Source: an optimization exercise on an open RTL-to-GDS flow (aim: small area, a short achievable clock period and few clock cycles). Production flows keep margins and buffers that such runs may drop. RTL that was checked went through simulation tests only; none was proved equivalent to the original. Only the layout flow was run in runs 5 to 7; the RTL was not checked for function there. No activity file was given, so power comes from the tool's default toggle rates.

==> flow/design.v <==
module pcounter(
    input            clk,
    input            clr,
    input            cp,
    output reg [3:0] pc
    );
    always @(posedge clk)
        if (clr)
            pc <= 4'd1;
        else
            pc <= pc + 4'd1;
endmodule
module ram(
    input            clk,
    input            we,
    input      [3:0] wa,
    input      [7:0] wd,
    input      [3:0] ia,
    output     [7:0] id,
    input      [3:0] oa,
    output     [7:0] od,
    output     [7:0] d0
    );
    reg [7:0] mem [0:15];
    always @(posedge clk)
        if (we)
            mem[wa] <= wd;
    assign id = mem[ia];
    assign od = mem[oa];
    assign d0 = mem[0];
endmodule
module controller(
    input  [3:0] op,
    output       lda,
    output       add,
    output       sub,
    output       out,
    output       hlt
    );
    assign lda = (op == 4'h0);
    assign add = (op == 4'h1);
    assign sub = (op == 4'h2);
    assign out = (op == 4'he);
    assign hlt = (op == 4'hf);
endmodule
module sap1(
    input        clk,
    input        clr,
    input        prog_we,
    input  [3:0] prog_addr,
    input  [7:0] prog_data,
    output [7:0] OUT,
    output       out_valid,
    output       halted,
    output [7:0] ACC
    );
    reg  [7:0] f_ir;      
    reg        e_alu, e_lda, e_sub, e_out, e_hlt;   
    reg  [7:0] opnd;      
    reg  [7:0] a_reg;
    reg        hlt_r;
    reg        ov_r;
    wire [3:0] pc;
    wire [7:0] inst_data;
    wire [7:0] opnd_data;
    wire [7:0] mem0;
    wire       lda, add, sub, out, hlt;
    ram ram (
        .clk(clk),
        .we(prog_we),
        .wa(prog_addr),
        .wd(prog_data),
        .ia(pc),
        .id(inst_data),
        .oa(f_ir[3:0]),
        .od(opnd_data),
        .d0(mem0)
    );
    controller controller (
        .op(f_ir[7:4]),
        .lda(lda),
        .add(add),
        .sub(sub),
        .out(out),
        .hlt(hlt)
    );
    wire run = !hlt_r;
    pcounter program_counter (
        .clk(clk),
        .clr(load0),
        .cp(run),
        .pc(pc)
    );
    reg stale0;
    always @(posedge clk)
        stale0 <= clr && prog_we && (prog_addr == 4'd0);
    wire load0 = clr || stale0;
    always @(posedge clk)
        if (load0)
            f_ir <= mem0;
        else
            f_ir <= inst_data;
    always @(posedge clk)
        begin
            e_alu <= !load0 && (lda || add || sub);
            e_lda <= lda;
            e_sub <= sub;
            e_out <= !load0 && out;
            e_hlt <= !load0 && hlt;
            opnd  <= sub ? ~opnd_data : opnd_data;
        end
    wire [7:0] a_sum = e_lda ? opnd : a_reg + opnd + {7'd0, e_sub};
    always @(posedge clk)
        if (clr)
            a_reg <= 8'd0;
        else if (run && e_alu)
            a_reg <= a_sum;
    wire hlt_next = e_hlt || (hlt && !e_out && !stale0);
    always @(posedge clk)
        if (clr)
            hlt_r <= 1'b0;
        else if (run && hlt_next)
            hlt_r <= 1'b1;
    always @(posedge clk)
        if (clr)
            ov_r <= 1'b0;
        else
            ov_r <= run && e_out;
    assign OUT = a_reg;
    assign ACC = a_reg;
    assign out_valid = ov_r;
    assign halted = hlt_r;
endmodule
==> flow/flow/run.sh <==
#!/bin/bash
# Standard layout, with the port buffers made of plain buffers, cell sizing
# free to change a cell's footprint, and clock tree synthesis without dummy
# loads.
set -euo pipefail
bash standard.sh MATCH_CELL_FOOTPRINT=0 \
    "BUFFER_PORTS_ARGS=-buffer_cell sky130_fd_sc_hd__buf_2" \
    "CTS_ARGS=-sink_clustering_enable -repair_clock_nets -sink_clustering_size 40 -buf_list sky130_fd_sc_hd__clkbuf_8 -dont_use_dummy_load" \
    REMOVE_ABC_BUFFERS=1 \
    finish > standard.log 2>&1
==> flow/standard.sh <==
#!/bin/bash
# synth_recipe.tcl (not shown) runs the flow's synth.tcl, then flattens the netlist and writes it again
# the make line also repeats each setting of config.mk as NAME=value (left out here)
make -C /OpenROAD-flow-scripts/flow DESIGN_CONFIG=/design/flow/config.mk WORK_HOME=/design/flow/orfs CLKGATE_MAP_FILE= SYNTH_SCRIPT=/design/flow/synth_recipe.tcl "${@:-finish}"
==> flow/config.mk <==
export PLATFORM = sky130hd
export DESIGN_NAME = sap1
export DESIGN_NICKNAME = sap1
export VERILOG_FILES = /design/flow/design.v
export SDC_FILE = /design/flow/constraint.sdc
export NUM_CORES = 4
export LEC_CHECK = 0
export CAP_MARGIN = 20
export CORE_MARGIN = 2
export CORE_UTILIZATION = 60
export CTS_BUF_LIST = sky130_fd_sc_hd__clkbuf_8
export CTS_CLUSTER_SIZE = 40
export PLACE_DENSITY = 0.7
export SETUP_SLACK_MARGIN = 2.0
export SLEW_MARGIN = 20
==> flow/constraint.sdc <==
create_clock -name core_clock -period 4.0 [get_ports {clk}]
set_input_delay 0.8000 -clock core_clock [delete_from_list [all_inputs] [get_ports {clk}]]
set_output_delay 0.8000 -clock core_clock [all_outputs]
set_load 0.01 [all_outputs]
==> summary.txt, run 1 <==
Outcome
  – Outcome: complete, no violations

Place
  – Placed Cells: between 600 and 700
  – # port buffers: 32
  – DPL Wire Length: 10,500 um
  – Setup slack at placement: 1560 ps
  – RePlAce Congestion: 0.815

Final layout
  – Multi-input logic area: 2850 sq um
  – Number of diodes: 0
  – Final core occ: roughly 66%
  – Syn-to-layout area delta: 8.09%
  – Final nets: ~510
  – Fillers: between 900 and 1,000
  – Register area: ~4600 sq um
  – Max reg flops: approximately 130
  – Largest Register: ram.mem
  – Non-Filler Instances: 658
  – Layout cells sized above 1: 31.1%

Logic synthesis
  – Post-synthesis sequential area ratio: 59.9%
  – Post-synth ARST share: 0%
  – Post-synth EDFFs: ~130
  – Post-synth cell types: 44
  – Synth warn: 3
  – Top FF cell, synth: edfxtp_1
  – Area of the mapped netlist: 7630 sq um
  – Synthesized flop and latch total: ~160
  – Synth Instances: 458
  – Mean post-synth cell area: about 17 sq um

STA
  – Max Slew Vio Count: 0
  – Tightest Pin Transition: 1030 ps
  – # setup viols final: 0
  – Worst slew margin: between 30% and 40%
  – Fmax: 510 MHz
  – Crit path time final: 1960 ps
  – Fin worst setup slack: 2040 ps
  – RSZ-0062 raised after global routing: yes
  – Crit share post-route: between 40 and 50%
  – Hold violation count in the final report: 0
  – Total Neg Setup Slack: 0 ps
  – Clk_skew: 20.7 ps

Clock network
  – Max H-tree Level: 4
  – Worst skew pair latency: 470 ps
  – CTS sink cnt: around 160
  – Clock Root Buffer: clkbuf_8
  – Clk slew on worst S/H paths: 70 ps
  – CTS tree: yes
  – Num CTS Buffers: 17
  – Max Root-Sink Buffers: 2

Die
  – Die Y: 117 um
  – # IOs: 33
  – Die W: approximately 120 um
  – Starting Density: between 60 and 70%
  – Core area: about 13,000 sq um
  – Die area: 13,600 sq um
  – Row cnt: 41

GRT
  – Overflow after GRT: 0
  – Largest net degree at the start of global routing: 35
  – Total track usage: 25.6%
  – Initial antenna violation count: 0
  – Global-route wire length before repair: 24,400 um
  – Vias in the first global route: 4,233

Setup path
  – Critical path class: input port to flop
  – Required @ worst endpoint: 4090 ps
  – Critical Path AT: 2050 ps
  – CP endpoint kind: flop
  – Worst-path fanout max: 8
  – Cell Chain, Critical Path: buf_2 > or3b_2 > nor2_1
  – Crit-path slowest cell: nor2_1
  – Worst path max stage delay: around 600 ps
  – CP Launch Type: input port

Power
  – Lkg Pwr: 2.76 nW
  – VDD IR max: 0.201 mV
  – Power Dens Cells: 433 nW/um^2

Detailed routing
  – Final wirelength: about 16,000 um
  – DRC viols: 0
  – Via density: 6.40
  – Router iterations before antenna repair: 4
  – Post-route ant nets: 0
  – Via count: 4,211
  – Initial DRC count: 262
  – Wire length per cell: 24.4 um

Job
  – Max_cap viols: 0

Min path
  – Min-Delay Path Class: flop to flop
[cell usage after synthesis, drive strengths merged (5+ instances only)]
| cell type | instances | area, sq um |
|---|---|---|
| nor2 | 24 | 90.1 |
| mux2 | 9 | 101 |
| edfxtp | 128 | 3840 |
| a211oi | 13 | 97.6 |
| mux2i | 20 | 200 |
| nor2b | 11 | 68.8 |
| a21oi | 12 | 60.1 |
| ha | 7 | 87.6 |
| inv | 5 | 18.8 |
| clkbuf | 14 | 52.6 |
| nand2 | 11 | 41.3 |
| dfxtp | 36 | 721 |
| xor2 | 10 | 87.6 |
| buf | 25 | 176 |
| a221o | 8 | 80.1 |
| mux4 | 64 | 1480 |
| nor3 | 18 | 90.1 |
[area by class of cell]
| class | count | share of cell area (%) |
|---|---|---|
| flip-flops and latches | 164 | 55.7 |
| multi-input cells | 250 | 34.6 |
| repair buffers | 50 | 4.08 |
| clock buffers | 17 | 2.84 |
| well taps | 172 | 2.61 |
| inverters | 5 | 0.228 |
[final timing paths]
kind	from	to	slack, ps	cells past startpoint
max	prog_addr[3]	ram.mem[2][2]$_DFFE_PP_	2040	3
min	e_out$_DFF_P_	hlt_r$_SDFFE_PP0P_	450	1
max reg2reg	opnd[0]$_DFF_P_	a_reg[4]$_SDFFE_PP0P_	2050	8
min reg2reg	e_out$_DFF_P_	hlt_r$_SDFFE_PP0P_	450	1
[routing by layer]
metal / vias up / GRT usage (%) / part of all wire [%]
li1: 1894 / - / -
met1: 2164 / 34.1 / 41
met2: 129 / 42.0 / 51
met3: 24 / 5.50 / 5.7
met4: 0 / 9.65 / 1.8
met5: - / 0 / 0
[placed cells by master, fill, tap and decap left out, types with 4 or more instances in the layout]
cell type / n
mux2i_1: 20
a211oi_1: 12
ha_1: 7
edfxtp_1: 128
mux4_1: 9
buf_4: 14
mux2_2: 9
a21oi_1: 11
nand3_1: 4
xor2_1: 10
dfxtp_4: 6
nor3_1: 16
inv_1: 4
nor3b_1: 4
clkbuf_8: 17
nor2b_1: 10
mux4_2: 55
dfxtp_1: 29
a221o_1: 8
nor2_1: 23
nand2_1: 11
buf_2: 32
[kinds of logic after synthesis]
logic type,after synthesis,synth area share [%]
buffers and inverters,44,3.25
muxes,93,23.3
AOI/OAI and AO/OA,49,4.71
xor gates and xnor gates,12,1.38
and+or+nand+nor,87,5.84
DFF,164,59.9
adders and majority gates,9,1.67
[worst max-delay path, delay by kind of cell]
family	cells	cell delay (ps)
AND/OR/NAND/NOR	2	1140
buffers and inverters	1	110
[per-stage QoR]
step                instance area (sq um)  total power (W)  hold WS [ps]
floorplan                            7400          0.00248           427
global placement                     7860          0.00267           436
detailed placement                   7860          0.00269           447
CTS                                  8190          0.00357           457
global route                         8240          0.00372           477
finish                               8240          0.00357           454
[where the power goes]
part	internal, W	total [W]	switching [W]
sequential	0.00192	0.00205	0.000124
combinational	0.000345	0.000640	0.000295
clock	0.000374	0.000881	0.000507
total	0.00264	0.00357	0.000926
[timing repair]
item	4_1_cts	5_1_grt
cloned	1	0
setup buffers	3	4
setup endpoints to repair	19	20
pin swaps	3	6
hold buffers	0	0
resized for setup	15	12
Testbench counts, summed over its fixed seeds: cycles 7,923.
==> run 2: changes to the inputs <==
--- a/flow/config.mk
+++ b/flow/config.mk
@@ -10,6 +10,5 @@
 export CORE_UTILIZATION = 60
 export CTS_BUF_LIST = sky130_fd_sc_hd__clkbuf_8
 export CTS_CLUSTER_SIZE = 40
-export PLACE_DENSITY = 0.7
 export SETUP_SLACK_MARGIN = 2.0
 export SLEW_MARGIN = 20
==> summary.txt, run 2 <==
STA
  – Clk_skew: 16.6 ps (-4.04 ps)
  – Total Neg Setup Slack: 0 ps (unchanged)
  – Max Slew Vio Count: 0 (unchanged)
  – RSZ-0062 raised after global routing: yes
  – Fin Hold WS: 469 ps (+15.1 ps)
  – Hold violation count in the final report: 0 (unchanged)
  – Worst slew margin: 31.9% (+0.80 points)
  – Fmax: 502 MHz (-1.5%)
  – Crit path time final: 1990 ps (+29.1 ps)
  – Crit share post-route: 49.8% (+0.73 points)
  – # setup viols final: 0 (unchanged)
  – Tightest Pin Transition: 1020 ps (-12.0 ps)

Detailed routing
  – Wire length per cell: 23.9 um (-2.1%)
  – Via count: 4,268 (+1.4%)
  – Via density: 6.47 (+1.0%)
  – Post-route ant nets: 0 (unchanged)
  – Final wirelength: 15,800 um (-1.8%)
  – DRC viols: 0 (unchanged)
  – Router iterations before antenna repair: 4 (unchanged)
  – Initial DRC count: 294 (+12%)

Setup path
  – Critical Path AT: 2370 ps (+320 ps)
  – Worst-path fanout max: 4 (-4)
  – Critical path class: flop to flop
  – CP Launch Type: flop
  – Required @ worst endpoint: 4380 ps (+290 ps)
  – CP endpoint kind: flop

Final layout
  – Leading cell type in the layout, fill and taps excluded: edfxtp_1
  – Commonest non-fill, non-tap cells in the layout: 128 x edfxtp_1, 55 x mux4_2, 32 x buf_2
  – Fillers: 898 (-0.77%)
  – Final nets: 514 (+0.39%)
  – Syn-to-layout area delta: 8.58%
  – Number of diodes: 0 (unchanged)
  – Final Cell Area: 8280 sq um (+0.46%)
  – Largest Register: ram.mem
  – Layout cells sized above 1: 31.8% (+0.69 points)
  – Final core occ: 66.2% (+0.30 points)
  – Max reg flops: 128 (unchanged)

GRT
  – Global-route wire length before repair: 24,300 um (-0.45%)
  – Vias in the first global route: 4,261 (+0.66%)
  – Initial antenna violation count: 0 (unchanged)
  – Total track usage: 25.4% (-0.21 points)
  – Largest net degree at the start of global routing: 35 (unchanged)
  – Overflow after GRT: 0 (unchanged)

Logic synthesis
  – Post-synth cell types: 44 (unchanged)
  – Synth warn: 3 (unchanged)
  – Count leader, synth: edfxtp_1
  – Top FF cell, synth: edfxtp_1
  – Top cells by count, synth: 128 x edfxtp_1, 55 x mux4_2, 36 x dfxtp_1
  – Post-synth EDFFs: 128 (unchanged)
  – Mean post-synth cell area: 16.7 sq um (unchanged)
  – Synth Instances: 458 (unchanged)
  – Top cells by area, synth: edfxtp_1 50%, mux4_2 16%, dfxtp_1 9.5%
  – Post-synth ARST share: 0% (unchanged)
  – Synth area leader: edfxtp_1
  – Synthesized flop and latch total: 164 (unchanged)
  – Yosys top cell area share: 50.4% (unchanged)
  – Area of the mapped netlist: 7630 sq um (unchanged)
  – Post-synthesis sequential area ratio: 59.9% (unchanged)

Outcome
  – Outcome: complete, no violations

Power
  – Switching Share: 26.0% (+0.045 points)
  – P_int: 0.00264 W (about the same)
  – Pwr Total: 0.00357 W (+0.10%)
  – Flop pwr share: 56.5% (-0.9 points)
  – Switching Power: 0.000928 W (+0.28%)
  – Lkg Pwr: 2.78 nW (+0.83%)
  – Power Dens Cells: 431 nW/um^2 (-0.35%)
  – Combinational power share: 18.9% (+1.0 points)
  – VDD IR max: 0.238 mV (+18%)
  – Clock Power Share: 24.5% (-0.2 points)

Die
  – Die Y: 117 um (unchanged)
  – Die W: 117 um (unchanged)
  – Starting Density: 60.9% (unchanged)
  – # IOs: 33 (unchanged)
  – Row cnt: 41 (unchanged)
  – Core area: 12,500 sq um (unchanged)
  – Die area: 13,600 sq um (unchanged)

Clock network
  – CTS sink cnt: 164 (unchanged)
  – Clk slew on worst S/H paths: 70 ps (about the same)
  – CTS tree: yes
  – Num CTS Buffers: 17 (unchanged)
  – Max H-tree Level: 4 (unchanged)
  – Clock Root Buffer: clkbuf_8
  – Worst skew pair latency: 460 ps (about the same)
  – Max Root-Sink Buffers: 2 (unchanged)

Place
  – DPL Wire Length: 10,700 um (+1.8%)
  – # port buffers: 32 (unchanged)
  – Placed cell area: 7860 sq um (about the same)
  – RePlAce Congestion: 0.915 (+12%)

Job
  – Max_cap viols: 0 (unchanged)

Min path
  – Min-Delay Path Class: flop to flop
## run 2: worst paths after layout
path / depth (start not counted) / end / slack [ps] / start
worst max-delay path: 8 / a_reg[4]$_SDFFE_PP0P_ / 2010 / a_reg[0]$_SDFFE_PP0P_
worst max register to register: 8 / a_reg[4]$_SDFFE_PP0P_ / 2010 / a_reg[0]$_SDFFE_PP0P_
worst min-delay path: 1 / hlt_r$_SDFFE_PP0P_ / 470 / e_out$_DFF_P_
worst min register to register: 1 / hlt_r$_SDFFE_PP0P_ / 470 / e_out$_DFF_P_
## run 2: per-stage QoR
step	worst slack, ps	cells
4_1_cts	2010	659
2_1_floorplan	1160	419
3_3_place_gp	1560	634
3_5_place_dp	1500	634
6_report	2010	660
5_1_grt	1920	660
## run 2: cell families (layout without fill, tap and decap cells)
family	Yosys count	after routing	share of synthesized area, %
flip-flops	164	164	59.9
multiplexers	93	93	23.3
AND/OR/NAND/NOR	87	87	5.84
AO/OA/AOI/OAI	49	49	4.71
buffers and inverters	44	74	3.25
XOR/XNOR	12	12	1.38
adder cells (fa/ha/maj)	9	9	1.67
## run 2: repair_timing
action | CTS | global route
endpoints found under the setup margin | 19 | 33
pin swaps | 6 | 6
buffers inserted | 7 | 1
gates resized for setup | 19 | 12
gates cloned | 1 | 0
hold buffers | 0 | 0
## run 2: area by class of cell
class | count | area (sq um) | share of cell area [%]
flip-flops and latches | 164 | 4580 | 55.4
multi-input cells | 250 | 2860 | 34.5
repair buffers | 52 | 368 | 4.44
clock buffers | 17 | 234 | 2.83
well taps | 172 | 215 | 2.60
inverters | 5 | 18.8 | 0.227
## run 2: metal layers
layer	routed length, um	vias up	GRT usage, %
li1	-	1895	-
met1	6680	2178	34.8
met2	7760	156	39.8
met3	816	39	5.24
met4	499	0	11.8
met5	0	-	0
## run 2: power groups by stage
| stage | Combinational [W] | Clock (W) | Sequential [W] |
|---|---|---|---|
| after floorplan | 0.000407 | 0 | 0.00208 |
| after global placement | 0.000614 | 0 | 0.00206 |
| after detailed placement | 0.000627 | 0 | 0.00206 |
| after CTS | 0.000671 | 0.000895 | 0.00202 |
| after global routing | 0.000740 | 0.000956 | 0.00203 |
| final | 0.000676 | 0.000876 | 0.00202 |
## run 2: worst max-delay path: stages (launching register included)
cell	delay, ps
dfxtp_4	360
fa_2	440
inv_2	80
fa_2	200
nor2b_2	50
o21a_1	210
o21a_1	180
o311a_1	300
nor3_2	90
==> run 3: changes to the inputs <==
--- a/flow/config.mk
+++ b/flow/config.mk
@@ -7,7 +7,7 @@
 export LEC_CHECK = 0
 export CAP_MARGIN = 20
 export CORE_MARGIN = 2
-export CORE_UTILIZATION = 60
+export CORE_UTILIZATION = 50
 export CTS_BUF_LIST = sky130_fd_sc_hd__clkbuf_8
 export CTS_CLUSTER_SIZE = 40
 export SETUP_SLACK_MARGIN = 2.0
==> summary.txt, run 3 <==
Outcome
  – Outcome: complete, no violations

Final layout
  – Fillers: 1,191 (+33%)
  – Final core occ: 55.2% (-11 points)
  – Multi-input logic area: 2900 sq um (+1.4%)
  – Final nets: 513 (-0.19%)
  – Commonest non-fill, non-tap cells in the layout: 128 x edfxtp_1, 55 x mux4_2, 32 x buf_2
  – Final Cell Area: 8290 sq um (+0.15%)
  – Layout cells sized above 1: 33.3% (+1.5 points)
  – Largest Register: ram.mem
  – Number of diodes: 0 (unchanged)
  – Syn-to-layout area delta: 8.74%
  – Register area: 4580 sq um (unchanged)
  – Max reg flops: 128 (unchanged)
  – Leading cell type in the layout, fill and taps excluded: edfxtp_1

Logic synthesis
  – Synthesized flop and latch total: 164 (unchanged)
  – Yosys top cell area share: 50.4% (unchanged)
  – Synth Instances: 458 (unchanged)
  – Post-synth ARST share: 0% (unchanged)
  – Post-synthesis sequential area ratio: 59.9% (unchanged)
  – Synth warn: 3 (unchanged)
  – Top FF cell, synth: edfxtp_1
  – Synth area leader: edfxtp_1
  – Top cells by area, synth: edfxtp_1 50%, mux4_2 16%, dfxtp_1 9.5%
  – Top cells by count, synth: 128 x edfxtp_1, 55 x mux4_2, 36 x dfxtp_1
  – Post-synth cell types: 44 (unchanged)
  – Post-synth EDFFs: 128 (unchanged)
  – Mean post-synth cell area: 16.7 sq um (unchanged)
  – Count leader, synth: edfxtp_1
  – Area of the mapped netlist: 7630 sq um (unchanged)

STA
  – # setup viols final: 0 (unchanged)
  – Hold violation count in the final report: 0 (unchanged)
  – Tightest Pin Transition: 1020 ps (+6.92 ps)
  – RSZ-0062 raised after global routing: yes
  – Clk_skew: 23.4 ps (+6.76 ps)
  – Fmax: 502 MHz (-0.11%)
  – Worst slew margin: 31.4% (-0.46 points)
  – Max Slew Vio Count: 0 (unchanged)
  – Crit share post-route: 49.8% (+0.056 points)
  – Total Neg Setup Slack: 0 ps (unchanged)
  – Crit path time final: 1990 ps (+2.26 ps)
  – Fin worst setup slack: 2010 ps (-2.26 ps)

Detailed routing
  – Via density: 6.29 (-2.7%)
  – Initial DRC count: 271 (-7.8%)
  – Router iterations before antenna repair: 5 (+1)
  – Final wirelength: 16,600 um (+5.6%)
  – Via count: 4,247 (-0.49%)
  – Post-route ant nets: 0 (unchanged)
  – DRC viols: 0 (unchanged)
  – Wire length per cell: 24.7 um (+3.3%)

Place
  – # port buffers: 32 (unchanged)
  – Placed cell area: 7910 sq um (+0.62%)
  – Setup slack at placement: 1480 ps (-19.6 ps)
  – DPL Wire Length: 11,200 um (+4.5%)
  – RePlAce Congestion: 0.810 (-11%)

GRT
  – Vias in the first global route: 4,304 (+1.0%)
  – Global-route wire length before repair: 25,600 um (+5.3%)
  – Largest net degree at the start of global routing: 23 (-34%)
  – Overflow after GRT: 0 (unchanged)
  – Total track usage: 21.8% (-3.5 points)
  – Initial antenna violation count: 0 (unchanged)

Min path
  – Worst hold start: e_out$_DFF_P_
  – Min-Delay Path Class: flop to flop

Die
  – # IOs: 33 (unchanged)
  – Core area: 15,000 sq um (+20%)
  – Die W: 128 um (+9.2%)
  – Die Y: 128 um (+9.2%)
  – Die area: 16,300 sq um (+19%)
  – Row cnt: 45 (+9.8%)
  – Starting Density: 50.7% (-10 points)

Clock network
  – Max Root-Sink Buffers: 2 (unchanged)
  – Clock Root Buffer: clkbuf_8
  – Clk slew on worst S/H paths: 70 ps (about the same)
  – CTS tree: yes
  – Worst skew pair latency: 450 ps (about the same)
  – Cts hold-fix bufs: 0 (unchanged)
  – Num CTS Buffers: 17 (unchanged)
  – Max H-tree Level: 4 (unchanged)
  – CTS sink cnt: 164 (unchanged)

Job
  – Max_cap viols: 0 (unchanged)

Power
  – Power Dens Cells: 434 nW/um^2 (+0.61%)
  – VDD IR max: 0.220 mV (-7.6%)
  – Pwr Total: 0.00360 W (+0.76%)
  – Lkg Pwr: 2.76 nW (-0.97%)

Setup path
  – Crit. Startpoint: e_sub$_DFF_P_
  – Required @ worst endpoint: 4360 ps (-20 ps)
  – Crit Reg-Reg Startpoint: e_sub$_DFF_P_
  – CP Launch Type: flop
  – Flop2flop setup slack: 2010 ps (about the same)
  – Critical path class: flop to flop
  – Worst-path fanout max: 4 (unchanged)
  – CP endpoint kind: flop
  – Critical Path AT: 2360 ps (about the same)
## run 3: repair_timing
action,in CTS,in global routing
pin swaps,2,1
resized for setup,16,19
endpoints found under the hold margin,0,0
setup endpoints to repair,34,38
buffers inserted,5,1
## run 3: final timing paths
kind,to,cells after the start
setup / recovery,a_reg[4]$_SDFFE_PP0P_,8
hold reg to reg,hlt_r$_SDFFE_PP0P_,1
setup reg to reg,a_reg[4]$_SDFFE_PP0P_,8
hold / removal,hlt_r$_SDFFE_PP0P_,1
## run 3: per-stage QoR
step           hold slack, ps  std cells
5_1_grt                   489        675
4_1_cts                   468        674
2_1_floorplan             427        419
6_report                  460        675
3_3_place_gp              435        652
3_5_place_dp              456        652
## run 3: layout make-up
| class | instances | share of cell area, % |
|---|---|---|
| Inverter | 5 | 0.226 |
| Clock buffer | 17 | 2.82 |
| Timing Repair Buffer | 51 | 3.88 |
| Tap cell | 188 | 2.84 |
| Sequential cell | 164 | 55.3 |
| Multi-Input combinational cell | 250 | 35.0 |
## run 3: worst max-delay path: stages (launching register included)
cell and delay, ps:
dfxtp_2 330, fa_2 430, inv_2 80, fa_2 210
nor2b_2 50, o21a_1 210, o21a_1 180, o311a_1 340
nor3_2 100
## run 3: logic make-up after synthesis
logic type               count (synthesis)  share of synthesized area (%)
flip-flops                             164                           59.9
AO/OA/AOI/OAI                           49                           4.71
adder cells (fa/ha/maj)                  9                           1.67
multiplexers                            93                           23.3
buffers and inverters                   44                           3.25
AND/OR/NAND/NOR                         87                           5.84
XOR/XNOR                                12                           1.38
## run 3: layer usage
| layer | share of wire (%) | global-route usage, % | vias to the layer above |
|---|---|---|---|
| met5 | 0 | 0 | - |
| met4 | 1.5 | 7.37 | 0 |
| met3 | 5.8 | 4.52 | 18 |
| met2 | 51 | 36.8 | 157 |
| met1 | 42 | 28.5 | 2175 |
| li1 | - | - | 1897 |
## run 3: power breakdown
| part | internal, W | switching [W] | total (W) |
|---|---|---|---|
| clock network | 0.000375 | 0.000510 | 0.000885 |
| logic | 0.000351 | 0.000329 | 0.000679 |
| registers | 0.00192 | 0.000111 | 0.00203 |
==> run 4: changes to the inputs <==
--- a/flow/flow/run.sh
+++ b/flow/flow/run.sh
@@ -4,7 +4,7 @@
 # loads.
 set -euo pipefail
 bash standard.sh MATCH_CELL_FOOTPRINT=0 \
-    "BUFFER_PORTS_ARGS=-buffer_cell sky130_fd_sc_hd__buf_2" \
+    "BUFFER_PORTS_ARGS=-buffer_cell sky130_fd_sc_hd__buf_1" \
     "CTS_ARGS=-sink_clustering_enable -repair_clock_nets -sink_clustering_size 40 -buf_list sky130_fd_sc_hd__clkbuf_8 -dont_use_dummy_load" \
     REMOVE_ABC_BUFFERS=1 \
     finish > standard.log 2>&1
--- a/flow/config.mk
+++ b/flow/config.mk
@@ -7,7 +7,7 @@
 export LEC_CHECK = 0
 export CAP_MARGIN = 20
 export CORE_MARGIN = 2
-export CORE_UTILIZATION = 50
+export CORE_UTILIZATION = 60
 export CTS_BUF_LIST = sky130_fd_sc_hd__clkbuf_8
 export CTS_CLUSTER_SIZE = 40
 export SETUP_SLACK_MARGIN = 2.0
==> summary.txt, run 4 <==
Outcome
  – Outcome: complete, no violations

Job
  – Max_cap viols: 0 (unchanged)

Die
  – Row cnt: 41 (-8.9%)
  – Die W: 117 um (-8.4%)
  – Core area: 12,500 sq um (-17%)
  – Starting Density: 60.9% (+10 points)
  – # IOs: 33 (unchanged)
  – Die Y: 117 um (-8.4%)
  – Die area: 13,600 sq um (-16%)

Place
  – # port buffers: 32 (unchanged)
  – Placed Cells: 634 (-2.8%)
  – RePlAce Congestion: 0.802 (-0.93%)
  – DPL Wire Length: 10,900 um (-3.0%)

Clock network
  – Worst skew pair latency: 440 ps (about the same)
  – Clock Root Buffer: clkbuf_8
  – Max Root-Sink Buffers: 2 (unchanged)
  – Max H-tree Level: 4 (unchanged)
  – CTS tree: yes
  – Num CTS Buffers: 17 (unchanged)
  – CTS sink cnt: 164 (unchanged)
  – Clk slew on worst S/H paths: 80 ps (about the same)

Detailed routing
  – Final wirelength: 15,900 um (-4.4%)
  – Wire length per cell: 24.3 um (-1.6%)
  – DRC viols: 0 (unchanged)
  – Via count: 4,220 (-0.64%)
  – Post-route ant nets: 0 (unchanged)
  – Initial DRC count: 329 (+21%)
  – Router iterations before antenna repair: 5 (unchanged)
  – Via density: 6.43 (+2.2%)

Logic synthesis
  – Synth warn: 3 (unchanged)
  – Post-synthesis sequential area ratio: 59.9% (unchanged)
  – Synthesized flop and latch total: 164 (unchanged)
  – Post-synth EDFFs: 128 (unchanged)
  – Post-synth ARST share: 0% (unchanged)
  – Top cells by area, synth: edfxtp_1 50%, mux4_2 16%, dfxtp_1 9.5%
  – Post-synth cell types: 44 (unchanged)
  – Top cells by count, synth: 128 x edfxtp_1, 55 x mux4_2, 36 x dfxtp_1
  – Synth Instances: 458 (unchanged)
  – Yosys top cell area share: 50.4% (unchanged)
  – Area of the mapped netlist: 7630 sq um (unchanged)
  – Count leader, synth: edfxtp_1
  – Top FF cell, synth: edfxtp_1
  – Synth area leader: edfxtp_1
  – Mean post-synth cell area: 16.7 sq um (unchanged)

Power
  – Lkg Pwr: 2.63 nW (-4.5%)
  – Power Dens Cells: 431 nW/um^2 (-0.63%)
  – VDD IR max: 0.282 mV (+28%)

Setup path
  – Flop2flop setup slack: 2040 ps (+40 ps)
  – Crit-path slowest cell: fa_2
  – CP endpoint kind: flop
  – Crit Reg-Reg Startpoint: e_sub$_DFF_P_
  – Cell Chain, Critical Path: fa_2 > inv_2 > fa_2 > nor2b_1 > o21a_1 > o21a_1 > o311a_1 > nor3_1
  – Worst R2R Path Depth: 8 (unchanged)
  – CP Launch Type: flop
  – Buf/Inv on CP: 1 (unchanged)
  – Required @ worst endpoint: 4370 ps (about the same)
  – Worst path max stage delay: 420 ps (about the same)
  – Critical Path AT: 2330 ps (-30 ps)
  – Crit-path leading delay family: compound AO/OA/AOI/OAI gates
  – Worst-path fanout max: 4 (unchanged)
  – Critical path class: flop to flop
  – Worst flop-to-flop path endpoint: a_reg[4]$_SDFFE_PP0P_

Min path
  – Min-Delay Path Depth: 1 (unchanged)
  – Hold endpoint: e_lda$_DFF_P_
  – Min-Delay Path Class: flop to flop
  – Worst hold start: f_ir[5]$_DFF_P_

GRT
  – Vias in the first global route: 4,111 (-4.5%)
  – Total track usage: 25.5% (+3.6 points)
  – Overflow after GRT: 0 (unchanged)
  – Global-route wire length before repair: 24,200 um (-5.2%)
  – Largest net degree at the start of global routing: 35 (+52%)
  – Initial antenna violation count: 0 (unchanged)

STA
  – Max Slew Vio Count: 0 (unchanged)
  – RSZ-0062 raised after global routing: yes
  – Crit path time final: 1960 ps (-37.1 ps)
  – Clk_skew: 21.9 ps (-1.46 ps)
  – Crit share post-route: 48.9% (-0.93 points)
  – # setup viols final: 0 (unchanged)
  – Tightest Pin Transition: 941 ps (-83.7 ps)
  – Fmax: 511 MHz (+1.9%)
  – Hold violation count in the final report: 0 (unchanged)
  – Total Neg Setup Slack: 0 ps (unchanged)
  – Worst slew margin: 36.9% (+5.5 points)

Final layout
  – Syn-to-layout area delta: 7.38%
  – Final nets: 510 (-0.58%)
  – Layout cells sized above 1: 24.6% (-8.7 points)
  – Max reg flops: 128 (unchanged)
  – Leading cell type in the layout, fill and taps excluded: edfxtp_1
  – Largest Register: ram.mem
  – Non-Filler Instances: 656 (-2.8%)
  – Final core occ: 65.4% (+10 points)
  – Commonest non-fill, non-tap cells in the layout: 128 x edfxtp_1, 55 x mux4_2, 32 x buf_1
  – Number of diodes: 0 (unchanged)
-- run 4: per-stage QoR --
step / setup slack, ps / instance area (sq um) / hold slack [ps] / power, W
2_1_floorplan: 1160 / 7400 / 427 / 0.00248
3_3_place_gp: 1580 / 7830 / 443 / 0.00267
3_5_place_dp: 1470 / 7830 / 458 / 0.00269
4_1_cts: 2020 / 8150 / 459 / 0.00356
5_1_grt: 1950 / 8190 / 494 / 0.00371
6_report: 2040 / 8190 / 454 / 0.00353
-- run 4: timing repair --
action                     4_1_cts  5_1_grt
gates resized for setup         17        7
gates cloned                     1        0
hold buffers                     0        0
buffers inserted                 1        3
pin swaps                        3        0
setup endpoints to repair       27       40
-- run 4: kinds of logic after synthesis --
family                   count (synthesis)  share of synthesized area, %
XOR/XNOR                                12                          1.38
buffers and inverters                   44                          3.25
multiplexers                            93                          23.3
AO/OA/AOI/OAI                           49                          4.71
AND/OR/NAND/NOR                         87                          5.84
adder cells (fa/ha/maj)                  9                          1.67
flip-flops                             164                          59.9
-- run 4: how the worst max path moves through the flow --
| stage | from | to | depth (start not counted) |
|---|---|---|---|
| 2_1_floorplan | f_ir[0]$_DFF_P_ | opnd[0]$_DFF_P_ | 5 |
| 3_3_place_gp | prog_we | ram.mem[1][6]$_DFFE_PP_ | 3 |
| 3_5_place_dp | prog_we | ram.mem[1][1]$_DFFE_PP_ | 3 |
| 4_1_cts | f_ir[2]$_DFF_P_ | opnd[3]$_DFF_P_ | 6 |
| 5_1_grt | a_reg[0]$_SDFFE_PP0P_ | a_reg[7]$_SDFFE_PP0P_ | 6 |
| 6_report | e_sub$_DFF_P_ | a_reg[4]$_SDFFE_PP0P_ | 8 |
-- run 4: routing by layer --
metal,up-vias,wire length (um),global-route usage (%),part of all wire [%]
met1,2161,6660,34.6,42
li1,1892,-,-,-
met5,-,0,0,0
met2,147,8070,41.0,51
met3,20,968,6.38,6.1
met4,0,221,8.39,1.4
-- run 4: power breakdown --
part | internal (W) | switching [W]
Combinational | 0.000331 | 0.000312
Clock | 0.000375 | 0.000478
Sequential | 0.00192 | 0.000113
Total | 0.00263 | 0.000902
-- run 4: layout make-up --
| type | count | area, sq um |
|---|---|---|
| inverters | 5 | 18.8 |
| well taps | 172 | 215 |
| repair buffers | 48 | 290 |
| clock buffers | 17 | 234 |
| fillers | 923 | 4330 |
| flip-flops and latches | 164 | 4580 |
| multi-input cells | 250 | 2850 |
==> run 5: changes to the inputs <==
--- a/flow/design.v
+++ b/flow/design.v
@@ -109,7 +109,8 @@
             e_hlt <= !load0 && hlt;
             opnd  <= sub ? ~opnd_data : opnd_data;
         end
-    wire [7:0] a_sum = e_lda ? opnd : a_reg + opnd + {7'd0, e_sub};
+    wire [7:0] a_in  = e_lda ? 8'd0 : a_reg;
+    wire [7:0] a_sum = a_in + opnd + {7'd0, e_sub};
     always @(posedge clk)
         if (clr)
             a_reg <= 8'd0;
==> summary.txt, run 5 <==
Outcome
  – Outcome: complete, no violations

Logic synthesis
  – Synth area leader: edfxtp_1
  – Top FF cell, synth: edfxtp_1
  – Yosys top cell area share: 50.1% (-0.26 points)
  – Post-synth EDFFs: 128 (unchanged)
  – Top cells by area, synth: edfxtp_1 50%, mux4_2 14%, dfxtp_1 9.4%
  – Count leader, synth: edfxtp_1
  – Synthesized flop and latch total: 164 (unchanged)
  – Synth Instances: 463 (+1.1%)
  – Post-synthesis sequential area ratio: 59.5% (-0.30 points)
  – Area of the mapped netlist: 7660 sq um (+0.51%)
  – Top cells by count, synth: 128 x edfxtp_1, 47 x mux4_2, 36 x dfxtp_1
  – Mean post-synth cell area: 16.6 sq um (-0.58%)
  – Post-synth cell types: 47 (+6.8%)
  – Synth warn: 3 (unchanged)
  – Post-synth ARST share: 0% (unchanged)

STA
  – Crit share post-route: 52.3% (+3.4 points)
  – Fmax: 478 MHz (-6.4%)
  – Crit path time final: 2090 ps (+134 ps)
  – Hold violation count in the final report: 0 (unchanged)
  – Clk_skew: 14.6 ps (-7.31 ps)
  – RSZ-0062 raised after global routing: yes
  – # setup viols final: 0 (unchanged)
  – Max Slew Vio Count: 0 (unchanged)
  – Tightest Pin Transition: 700 ps (-241 ps)
  – Total Neg Setup Slack: 0 ps (unchanged)
  – Worst slew margin: 53.3% (+16 points)

Clock network
  – Max Root-Sink Buffers: 2 (unchanged)
  – Max H-tree Level: 4 (unchanged)
  – Clk slew on worst S/H paths: 70 ps (about the same)
  – CTS sink cnt: 164 (unchanged)
  – Cts hold-fix bufs: 0 (unchanged)
  – Num CTS Buffers: 17 (unchanged)
  – CTS tree: yes
  – Worst skew pair latency: 460 ps (+20 ps)
  – Clock Root Buffer: clkbuf_8

Detailed routing
  – Via density: 6.72 (+4.4%)
  – Via count: 4,528 (+7.3%)
  – DRC viols: 0 (unchanged)
  – Wire length per cell: 26.4 um (+8.8%)
  – Post-route ant nets: 0 (unchanged)
  – Initial DRC count: 421 (+28%)
  – Router iterations before antenna repair: 5 (unchanged)
  – Final wirelength: 17,800 um (+12%)

Die
  – Die W: 117 um (+0.24%)
  – Core area: 12,600 sq um (+0.41%)
  – # IOs: 33 (unchanged)
  – Starting Density: 61.0% (about the same)
  – Die Y: 117 um (+0.24%)
  – Die area: 13,700 sq um (+0.49%)
  – Row cnt: 41 (unchanged)

Power
  – Flop pwr share: 56.6% (-1.1 points)
  – Switching Power: 0.000944 W (+4.6%)
  – Combinational power share: 18.9% (+0.7 points)
  – Switching Share: 26.3% (+0.76 points)
  – Power Dens Cells: 428 nW/um^2 (-0.82%)
  – Clock Power Share: 24.5% (+0.4 points)
  – P_int: 0.00264 W (+0.56%)
  – VDD IR max: 0.259 mV (-8.2%)
  – Lkg Pwr: 2.80 nW (+6.3%)

Place
  – RePlAce Congestion: 0.848 (+5.7%)
  – DPL Wire Length: 11,100 um (+2.4%)
  – # port buffers: 32 (unchanged)

Final layout
  – Syn-to-layout area delta: 9.45%
  – Commonest non-fill, non-tap cells in the layout: 128 x edfxtp_1, 47 x mux4_2, 31 x buf_1
  – Number of diodes: 0 (unchanged)
  – Final core occ: 66.7% (+1.3 points)
  – Leading cell type in the layout, fill and taps excluded: edfxtp_1
  – Layout cells sized above 1: 25.9% (+1.3 points)
  – Largest Register: ram.mem
  – Max reg flops: 128 (unchanged)
  – Fillers: 897 (-2.8%)
  – Final nets: 528 (+3.5%)

Setup path
  – CP endpoint kind: flop
  – Worst-path fanout max: 2 (-2)
  – CP Launch Type: flop
  – Flop2flop setup slack: 1910 ps (-130 ps)
  – Critical Path AT: 2470 ps (+140 ps)
  – Required @ worst endpoint: 4380 ps (about the same)
  – Critical path class: flop to flop

GRT
  – Initial antenna violation count: 0 (unchanged)
  – Total track usage: 27.9% (+2.4 points)
  – Global-route wire length before repair: 26,100 um (+7.7%)
  – Overflow after GRT: 0 (unchanged)
  – Vias in the first global route: 4,350 (+5.8%)
  – Largest net degree at the start of global routing: 35 (unchanged)

Job
  – Max_cap viols: 0 (unchanged)

Min path
  – Min-Delay Path Class: flop to flop
==> run 5: cells by family after synthesis <==
family	count (synthesis)	synth area share [%]
flip-flops	164	59.5
AND/OR/NAND/NOR	97	6.74
multiplexers	89	23.0
AO/OA/AOI/OAI	48	4.49
buffers and inverters	46	3.38
XOR/XNOR	10	1.14
adder cells (fa/ha/maj)	9	1.67
==> run 5: critical path, cell delays in order, from the launching register on <==
cell	delay, ps
dfxtp_4	360
nand2b_4	140
fa_2	360
fa_2	390
nor2b_4	150
o21ai_2	70
nor3b_1	130
or3_1	320
a21oi_2	110
==> run 5: worst paths after layout <==
kind | from | to | cells past startpoint
worst max-delay path | e_lda$_DFF_P_ | a_reg[4]$_SDFFE_PP0P_ | 8
worst min-delay path | e_hlt$_DFF_P_ | hlt_r$_SDFFE_PP0P_ | 2
worst max register to register | e_lda$_DFF_P_ | a_reg[4]$_SDFFE_PP0P_ | 8
worst min register to register | e_hlt$_DFF_P_ | hlt_r$_SDFFE_PP0P_ | 2
==> run 5: per-layer routing <==
layer	wire, um	up-vias	GRT usage (%)
li1	-	1933	-
met1	7110	2312	36.9
met2	8680	233	45.5
met3	1240	50	5.30
met4	774	0	12.5
met5	0	-	0
==> run 5: layout make-up <==
cell class	instances	area, sq um	share of cell area [%]
Tap cell	172	215	2.57
Sequential cell	164	4580	54.6
Multi-Input combinational cell	253	2920	34.8
Clock buffer	17	234	2.79
Timing Repair Buffer	61	415	4.95
Inverter	7	26.3	0.313
==> run 5: power by group through the flow <==
stage | logic (W) | clock network (W) | registers, W
floorplan | 0.000392 | 0 | 0.00207
global placement | 0.000582 | 0 | 0.00208
detailed placement | 0.000591 | 0 | 0.00208
CTS | 0.000663 | 0.000898 | 0.00203
global route | 0.000740 | 0.000957 | 0.00204
finish | 0.000679 | 0.000879 | 0.00203
==> run 5: repair_timing <==
item,in CTS,in global routing
gates cloned,1,1
setup endpoints to repair,53,31
buffers inserted,6,2
gates resized for setup,27,9
pin swaps,6,3
==> run 5: through the flow <==
step | power, W | cell area (sq um) | setup slack (ps) | hold slack (ps) | instances
finish | 0.00359 | 8390 | 1910 | 451 | 674
global route | 0.00373 | 8390 | 1840 | 482 | 674
CTS | 0.00359 | 8330 | 1930 | 458 | 671
global placement | 0.00266 | 7910 | 1320 | 435 | 647
detailed placement | 0.00267 | 7920 | 1270 | 451 | 647
floorplan | 0.00246 | 7430 | 1180 | 415 | 424
==> run 6: changes to the inputs <==
--- a/flow/design.v
+++ b/flow/design.v
@@ -107,10 +107,10 @@
             e_sub <= sub;
             e_out <= !load0 && out;
             e_hlt <= !load0 && hlt;
-            opnd  <= sub ? ~opnd_data : opnd_data;
+            opnd  <= opnd_data;
         end
-    wire [7:0] a_in  = e_lda ? 8'd0 : a_reg;
-    wire [7:0] a_sum = a_in + opnd + {7'd0, e_sub};
+    wire [7:0] b_in  = e_sub ? ~opnd : opnd;
+    wire [7:0] a_sum = e_lda ? opnd : a_reg + b_in + {7'd0, e_sub};
     always @(posedge clk)
         if (clr)
             a_reg <= 8'd0;
==> summary.txt, run 6 <==
Outcome
  – Outcome: complete, no violations

Logic synthesis
  – Synthesized flop and latch total: 164 (unchanged)
  – Synth Instances: 492 (+6.3%)
  – Post-synth ARST share: 0% (unchanged)
  – Post-synth cell types: 48 (+2.1%)
  – Synth warn: 3 (unchanged)
  – Post-synthesis sequential area ratio: 59.4% (-0.16 points)
  – Yosys top cell area share: 50.0% (-0.13 points)
  – Top cells by count, synth: 128 x edfxtp_1, 49 x mux2i_1, 36 x dfxtp_1
  – Post-synth EDFFs: 128 (unchanged)
  – Area of the mapped netlist: 7680 sq um (+0.26%)
  – Top cells by area, synth: edfxtp_1 50%, dfxtp_1 9.4%, mux4_1 8.2%
  – Top FF cell, synth: edfxtp_1
  – Count leader, synth: edfxtp_1
  – Synth area leader: edfxtp_1
  – Mean post-synth cell area: 15.6 sq um (-5.6%)

Final layout
  – Register area: 4580 sq um (about the same)
  – Number of diodes: 0 (unchanged)
  – Multi-input logic area: 2930 sq um (+0.56%)
  – Fillers: 886 (-1.2%)
  – Final nets: 549 (+4.0%)
  – Leading cell type in the layout, fill and taps excluded: edfxtp_1
  – Layout cells sized above 1: 17.8% (-8.1 points)
  – Max reg flops: 128 (unchanged)
  – Largest Register: ram.mem
  – Final core occ: 66.2% (-0.56 points)
  – Commonest non-fill, non-tap cells in the layout: 128 x edfxtp_1, 48 x mux2i_1, 32 x buf_1
  – Syn-to-layout area delta: 8.25%

Power
  – VDD IR max: 0.255 mV (-1.5%)
  – Power Dens Cells: 427 nW/um^2 (-0.19%)
  – Lkg Pwr: 2.77 nW (-1.1%)

STA
  – Max Slew Vio Count: 0 (unchanged)
  – RSZ-0062 raised after global routing: yes
  – Tightest Pin Transition: 881 ps (+181 ps)
  – Fmax: 489 MHz (+2.3%)
  – Clk_skew: 18.2 ps (+3.58 ps)
  – # setup viols final: 0 (unchanged)
  – Worst slew margin: 41.1% (-12 points)
  – Crit share post-route: 51.1% (-1.2 points)
  – Crit path time final: 2040 ps (-46.4 ps)
  – Total Neg Setup Slack: 0 ps (unchanged)
  – Hold violation count in the final report: 0 (unchanged)

Setup path
  – CP endpoint kind: flop
  – Worst path max stage delay: 430 ps (+40 ps)
  – Worst R2R Path Depth: 7 (-1)
  – Cell Chain, Critical Path: xor2_1 > ha_1 > nand4_1 > o22ai_2 > o211ai_1 > mux2i_1 > or3_1
  – Critical Path AT: 2380 ps (-90 ps)
  – Crit-path slowest cell: dfxtp_4
  – Critical path class: flop to flop
  – Crit-path leading delay family: simple AND/OR/NAND/NOR gates
  – Required @ worst endpoint: 4330 ps (-50 ps)
  – CP Launch Type: flop
  – Critical path depth: 7 (-1)
  – Worst-path fanout max: 6 (+4)
  – Buf/Inv on CP: 0 (unchanged)

Clock network
  – CTS sink cnt: 164 (unchanged)
  – Worst skew pair latency: 460 ps (about the same)
  – Num CTS Buffers: 17 (unchanged)
  – CTS tree: yes
  – Clk slew on worst S/H paths: 80 ps (about the same)
  – Max Root-Sink Buffers: 2 (unchanged)
  – Max H-tree Level: 4 (unchanged)
  – Clock Root Buffer: clkbuf_8

Place
  – DPL Wire Length: 11,800 um (+6.1%)
  – RePlAce Congestion: 0.906 (+6.9%)
  – # port buffers: 32 (unchanged)

GRT
  – Global-route wire length before repair: 26,700 um (+2.4%)
  – Initial antenna violation count: 0 (unchanged)
  – Total track usage: 28.2% (+0.38 points)
  – Largest net degree at the start of global routing: 33 (-5.7%)
  – Top Usage Layer GRT: met2
  – M2 GR Usage: 45.3% (-0.18 points)
  – Overflow after GRT: 0 (unchanged)
  – Met1 usage: 37.8% (+0.81 points)
  – GR Layer Usage met3: 6.75% (+1.4 points)
  – Vias in the first global route: 4,408 (+1.3%)

Detailed routing
  – Via count: 4,592 (+1.4%)
  – Final wirelength: 17,700 um (-0.43%)
  – Via density: 6.61 (-1.7%)
  – Post-route ant nets: 0 (unchanged)
  – Wire length per cell: 25.5 um (-3.4%)
  – DRC viols: 0 (unchanged)
  – Initial DRC count: 421 (unchanged)
  – Router iterations before antenna repair: 7 (+2)

Die
  – Starting Density: 61.1% (+0.16 points)
  – Die W: 117 um (+0.12%)
  – Core area: 12,600 sq um (unchanged)
  – Row cnt: 41 (unchanged)
  – Die Y: 117 um (+0.12%)
  – Die area: 13,700 sq um (+0.25%)
  – # IOs: 33 (unchanged)

Min path
  – Min-Delay Path Class: flop to flop
  – Min-Delay Path Depth: 1 (-1)

Job
  – Max_cap viols: 0 (unchanged)
[run 6: stage by stage]
step / power (W) / instances / setup WS [ps] / hold WS (ps) / cell area [sq um]
final: 0.00355 / 695 / 1960 / 455 / 8320
after floorplan: 0.00245 / 454 / 587 / 427 / 7440
after global placement: 0.00264 / 667 / 1360 / 438 / 7850
after CTS: 0.00356 / 695 / 1900 / 457 / 8280
after global routing: 0.00369 / 695 / 1850 / 479 / 8320
after detailed placement: 0.00265 / 667 / 1410 / 448 / 7850
[run 6: power by group]
part	leakage, nW	switching, W	total, W	internal, W
registers	1.46	0.000111	0.00203	0.00191
clock network	0.122	0.000502	0.000876	0.000374
logic	1.19	0.000319	0.000648	0.000329
[run 6: cell type report]
type	instances	share of cell area [%]
repair buffers	52	4.15
well taps	172	2.59
flip-flops and latches	164	55.1
clock buffers	17	2.81
inverters	2	0.0902
multi-input cells	288	35.3
[run 6: kinds of logic (layout without fill, tap and decap cells)]
| kind of cell | after synthesis | count (layout) | synth area share (%) |
|---|---|---|---|
| multiplexers | 101 | 101 | 22.5 |
| XOR/XNOR | 13 | 13 | 1.48 |
| AND/OR/NAND/NOR | 101 | 101 | 6.35 |
| AO/OA/AOI/OAI | 64 | 64 | 5.39 |
| flip-flops | 164 | 164 | 59.4 |
| adder cells (fa/ha/maj) | 9 | 9 | 1.56 |
| buffers and inverters | 40 | 71 | 3.32 |
[run 6: final timing paths]
check,from,to,slack (ps)
hold reg to reg,e_out$_DFF_P_,hlt_r$_SDFFE_PP0P_,450
setup reg to reg,e_sub$_DFF_P_,a_reg[7]$_SDFFE_PP0P_,1960
hold / removal,e_out$_DFF_P_,hlt_r$_SDFFE_PP0P_,450
setup / recovery,e_sub$_DFF_P_,a_reg[7]$_SDFFE_PP0P_,1960
[run 6: what timing repair did]
action                                  in CTS  in global routing
hold buffers                                 0                  0
endpoints found under the setup margin      44                 59
buffers inserted                            11                  0
gates resized for setup                     17                 12
pin swaps                                    1                  2
hold endpoints to repair                     0                  0
[run 6: metal layers]
layer	up-vias	share of wire [%]	wire length, um
li1	2023	-	-
met3	25	6.3	1120
met2	178	49	8750
met1	2366	42	7400
met4	0	2.5	451
met5	-	0	0
==> run 7: changes to the inputs <==
--- a/flow/design.v
+++ b/flow/design.v
@@ -25,9 +25,37 @@
     always @(posedge clk)
         if (we)
             mem[wa] <= wd;
-    assign id = mem[ia];
-    assign od = mem[oa];
+    wire [127:0] rows;
+    genvar g;
+    generate
+        for (g = 0; g < 16; g = g + 1) begin : row
+            assign rows[8*g +: 8] = mem[g];
+        end
+    endgenerate
+    wire [15:0] isel, osel;
+    dec16 idec (.a(ia), .y(isel));
+    dec16 odec (.a(oa), .y(osel));
+    sel16 iport (.s(isel), .d(rows), .y(id));
+    sel16 oport (.s(osel), .d(rows), .y(od));
     assign d0 = mem[0];
+endmodule
+module dec16(
+    input      [3:0]  a,
+    output     [15:0] y
+    );
+    assign y = 16'd1 << a;
+endmodule
+module sel16(
+    input      [15:0]  s,
+    input      [127:0] d,
+    output reg [7:0]   y
+    );
+    integer i;
+    always @* begin
+        y = 8'd0;
+        for (i = 0; i < 16; i = i + 1)
+            y = y | (d[8*i +: 8] & {8{s[i]}});
+    end
 endmodule
 module controller(
     input  [3:0] op,
@@ -107,10 +135,9 @@
             e_sub <= sub;
             e_out <= !load0 && out;
             e_hlt <= !load0 && hlt;
-            opnd  <= opnd_data;
+            opnd  <= sub ? ~opnd_data : opnd_data;
         end
-    wire [7:0] b_in  = e_sub ? ~opnd : opnd;
-    wire [7:0] a_sum = e_lda ? opnd : a_reg + b_in + {7'd0, e_sub};
+    wire [7:0] a_sum = e_lda ? opnd : a_reg + opnd + {7'd0, e_sub};
     always @(posedge clk)
         if (clr)
             a_reg <= 8'd0;
==> flow/flow/run.sh (replaced) <==
#!/bin/bash
# Standard layout, with the port buffers made of plain buffers and cell
# sizing free to change a cell's footprint.
set -euo pipefail
bash standard.sh MATCH_CELL_FOOTPRINT=0 \
    "BUFFER_PORTS_ARGS=-buffer_cell sky130_fd_sc_hd__buf_2" \
    finish > standard.log 2>&1
--- a/flow/config.mk
+++ b/flow/config.mk
@@ -12,3 +12,4 @@
 export CTS_CLUSTER_SIZE = 40
 export SETUP_SLACK_MARGIN = 2.0
 export SLEW_MARGIN = 20
+export SYNTH_HIERARCHICAL = 1
==> summary.txt, run 7 <==
Die
  – # IOs: 33 (unchanged)
  – Die area: 13,700 sq um (-0.50%)
  – Core area: 12,500 sq um (-0.41%)
  – Starting Density: 61.1% (-0.069 points)
  – Row cnt: 41 (unchanged)
  – Die Y: 117 um (-0.25%)
  – Die W: 117 um (-0.25%)

Setup path
  – Worst-path fanout max: 16 (+10)
  – Crit-path slowest cell: a221oi_1
  – CP Launch Type: flop
  – Crit-path leading delay family: compound AO/OA/AOI/OAI gates
  – Critical path class: flop to flop
  – Critical Path AT: 2400 ps (+20 ps)
  – CP endpoint kind: flop
  – Required @ worst endpoint: 4350 ps (+20 ps)
  – Cell Chain, Critical Path: and4b_1 > a22o_1 > a221oi_1 > nand4_1 > xor2_1
  – Worst path max stage delay: 530 ps (+100 ps)
  – Flop2flop setup slack: 1960 ps (about the same)
  – Buf/Inv on CP: 0 (unchanged)

STA
  – Fmax: 490 MHz (+0.13%)
  – Crit share post-route: 51.0% (-0.066 points)
  – # setup viols final: 0 (unchanged)
  – Max Slew Vio Count: 0 (unchanged)
  – Worst slew margin: 30.5% (-11 points)
  – RSZ-0062 raised after global routing: yes
  – Crit path time final: 2040 ps (-2.65 ps)
  – Hold violation count in the final report: 0 (unchanged)
  – Total Neg Setup Slack: 0 ps (unchanged)
  – Tightest Pin Transition: 1030 ps (+153 ps)
  – Clk_skew: 7.39 ps (-10.8 ps)

GRT
  – Overflow after GRT: 0 (unchanged)
  – Largest net degree at the start of global routing: 20 (-39%)
  – Total track usage: 31.0% (+2.8 points)
  – Top Usage Layer GRT: met2
  – M2 GR Usage: 47.6% (+2.3 points)
  – GR Layer Usage met3: 5.72% (-1.0 points)
  – Met1 usage: 42.3% (+4.5 points)
  – Initial antenna violation count: 0 (unchanged)
  – Vias in the first global route: 4,777 (+8.4%)
  – Global-route wire length before repair: 29,600 um (+11%)

Final layout
  – Non-Filler Instances: 733 (+5.5%)
  – Syn-to-layout area delta: 11.0%
  – Number of diodes: 0 (unchanged)
  – Commonest non-fill, non-tap cells in the layout: 128 x edfxtp_1, 62 x a22o_1, 33 x a221oi_2
  – Largest Register: ram.mem
  – Max reg flops: 128 (unchanged)
  – Leading cell type in the layout, fill and taps excluded: edfxtp_1
  – Final nets: 573 (+4.4%)
  – Layout cells sized above 1: 31.9% (+14 points)

Place
  – RePlAce Congestion: 1.02 (+13%)
  – # port buffers: 32 (unchanged)
  – Placed Cells: 691 (+3.6%)
  – DPL Wire Length: 14,200 um (+21%)

Logic synthesis
  – Synth Instances: 539 (+9.6%)
  – Mean post-synth cell area: 14.2 sq um (-9.2%)
  – Area of the mapped netlist: 7640 sq um (-0.52%)
  – Synth warn: 10 (+7)

Detailed routing
  – Final wirelength: 20,200 um (+14%)
  – Router iterations before antenna repair: 7 (unchanged)
  – Via density: 6.96 (+5.4%)
  – Wire length per cell: 27.5 um (+8.0%)
  – Via count: 5,105 (+11%)
  – Post-route ant nets: 0 (unchanged)
  – Initial DRC count: 553 (+31%)
  – DRC viols: 0 (unchanged)

Outcome
  – Outcome: complete, no violations

Clock network
  – Max Root-Sink Buffers: 2 (unchanged)
  – Clk slew on worst S/H paths: 90 ps (about the same)
  – CTS sink cnt: 164 (unchanged)
  – Num CTS Buffers: 17 (unchanged)
  – Worst skew pair latency: 460 ps (about the same)
  – CTS tree: yes
  – Max H-tree Level: 4 (unchanged)
  – Clock Root Buffer: clkbuf_8

Power
  – Power Dens Cells: 477 nW/um^2 (+12%)
  – VDD IR max: 0.354 mV (+39%)
  – Lkg Pwr: 2.85 nW (+2.8%)

Job
  – Max_cap viols: 0 (unchanged)

Min path
  – Min-Delay Path Class: flop to flop
-- run 7: cell count changes in the layout (fill, tap and decap cells not counted), moves of 14 or more --
| cell | delta |
|---|---|
| mux4_1 | -24 |
| buf_1 | -32 |
| a221oi_1 | +29 |
| mux4_2 | -26 |
| a221oi_2 | +33 |
| nand4_1 | +14 |
| mux2i_1 | -46 |
| buf_2 | +32 |
| a22o_1 | +62 |
-- run 7: where the power goes --
group / switching, W / internal (W)
Sequential: 0.000133 / 0.00195
Clock: 0.000617 / 0.000622
Combinational: 0.000405 / 0.000331
-- run 7: final timing paths --
check,cells after the start,endpoint,from
min,2,hlt_r$_SDFFE_PP0P_,e_hlt$_DFF_P_
max,5,opnd[3]$_DFF_P_,f_ir[1]$_DFF_P_
max reg2reg,5,opnd[3]$_DFF_P_,f_ir[1]$_DFF_P_
min reg2reg,2,hlt_r$_SDFFE_PP0P_,e_hlt$_DFF_P_
-- run 7: layer usage --
metal	wire length (um)	vias to the layer above
li1	-	2268
met1	8300	2493
met2	9510	290
met3	1490	54
met4	883	0
met5	0	-
-- run 7: layout make-up --
type / instances / area (sq um)
timing repair buffer: 46 / 265
inverter: 5 / 18.8
fill: 900 / 4030
clock buffer: 17 / 234
multi-input combinational: 315 / 2980
tap: 172 / 215
clock inverter: 14 / 178
sequential: 164 / 4600
-- run 7: repair_timing --
action	CTS	global route
pin swaps	4	4
endpoints found under the setup margin	34	30
resized for setup	34	33
setup buffers	1	10
hold buffers	0	0
-- run 7: per-stage QoR --
| step | total power [W] | utilization [%] | cell area [sq um] | setup slack [ps] | hold slack, ps |
|---|---|---|---|---|---|
| after floorplan | 0.00258 | - | 7650 | 2010 | 423 |
| after global placement | 0.00273 | 61.1 | 7650 | 1240 | 429 |
| after detailed placement | 0.00276 | 61.2 | 7660 | 1480 | 435 |
| after CTS | 0.00401 | 65.7 | 8220 | 1970 | 455 |
| after global routing | 0.00422 | 67.8 | 8490 | 1980 | 503 |
| final | 0.00405 | 67.8 | 8490 | 1960 | 454 |
-- run 7: tightest hold or removal path, cell delays in order (launching register included) --
cell and delay (ps):
dfxtp_1 310, a211oi_1 40, nor2_1 70

## what the ideal ports hide
The results above use ideal ports. As a check the final layouts listed here were re-extracted and re-timed, cells and wires unchanged.
Step 1: set_driving_cell puts a clkbuf_16 on clk and a buf_2 on each other input, an assumption about the parent block.
Step 2 moves the port delays by t, midway between the first and last clock arrival at a register: inputs arrive t later, outputs are due t later. That takes back most of the time a late clock gives input paths.
a / b / c = ideal / step 1 / step 2; a / b = the first two.
| run | shift t [ns] | slack for setup (ns) | hold WS [ns] | worst register clock-pin slew, ns | cell pins on the clock port's net |
|---|---|---|---|---|---|
| run 1 | 0.495 | 2.038 / 2.054 / 1.561 | 0.454 / 0.454 / 0.454 | 0.08 / 0.08 | 1 |
| run 2 | 0.480 | 2.009 / 2.009 / 1.573 | 0.469 / 0.469 / 0.469 | 0.08 / 0.08 | 1 |
| run 3 | 0.480 | 2.007 / 2.007 / 1.554 | 0.460 / 0.460 / 0.460 | 0.09 / 0.09 | 1 |
| run 4 | 0.466 | 2.044 / 2.044 / 1.605 | 0.454 / 0.454 / 0.454 | 0.08 / 0.08 | 1 |
| run 5 | 0.484 | 1.910 / 1.910 / 1.530 | 0.451 / 0.451 / 0.451 | 0.08 / 0.08 | 1 |
| run 6 | 0.487 | 1.956 / 1.956 / 1.627 | 0.455 / 0.455 / 0.455 | 0.08 / 0.08 | 1 |
| run 7 | 0.491 | 1.959 / 1.959 / 1.598 | 0.454 / 0.454 / 0.454 | 0.09 / 0.09 | 1 |
After both steps setup and hold are still met in every run listed. The setup slack of run 1, which loses most, moves by +0.016 ns with the drivers and by -0.477 ns with both steps.
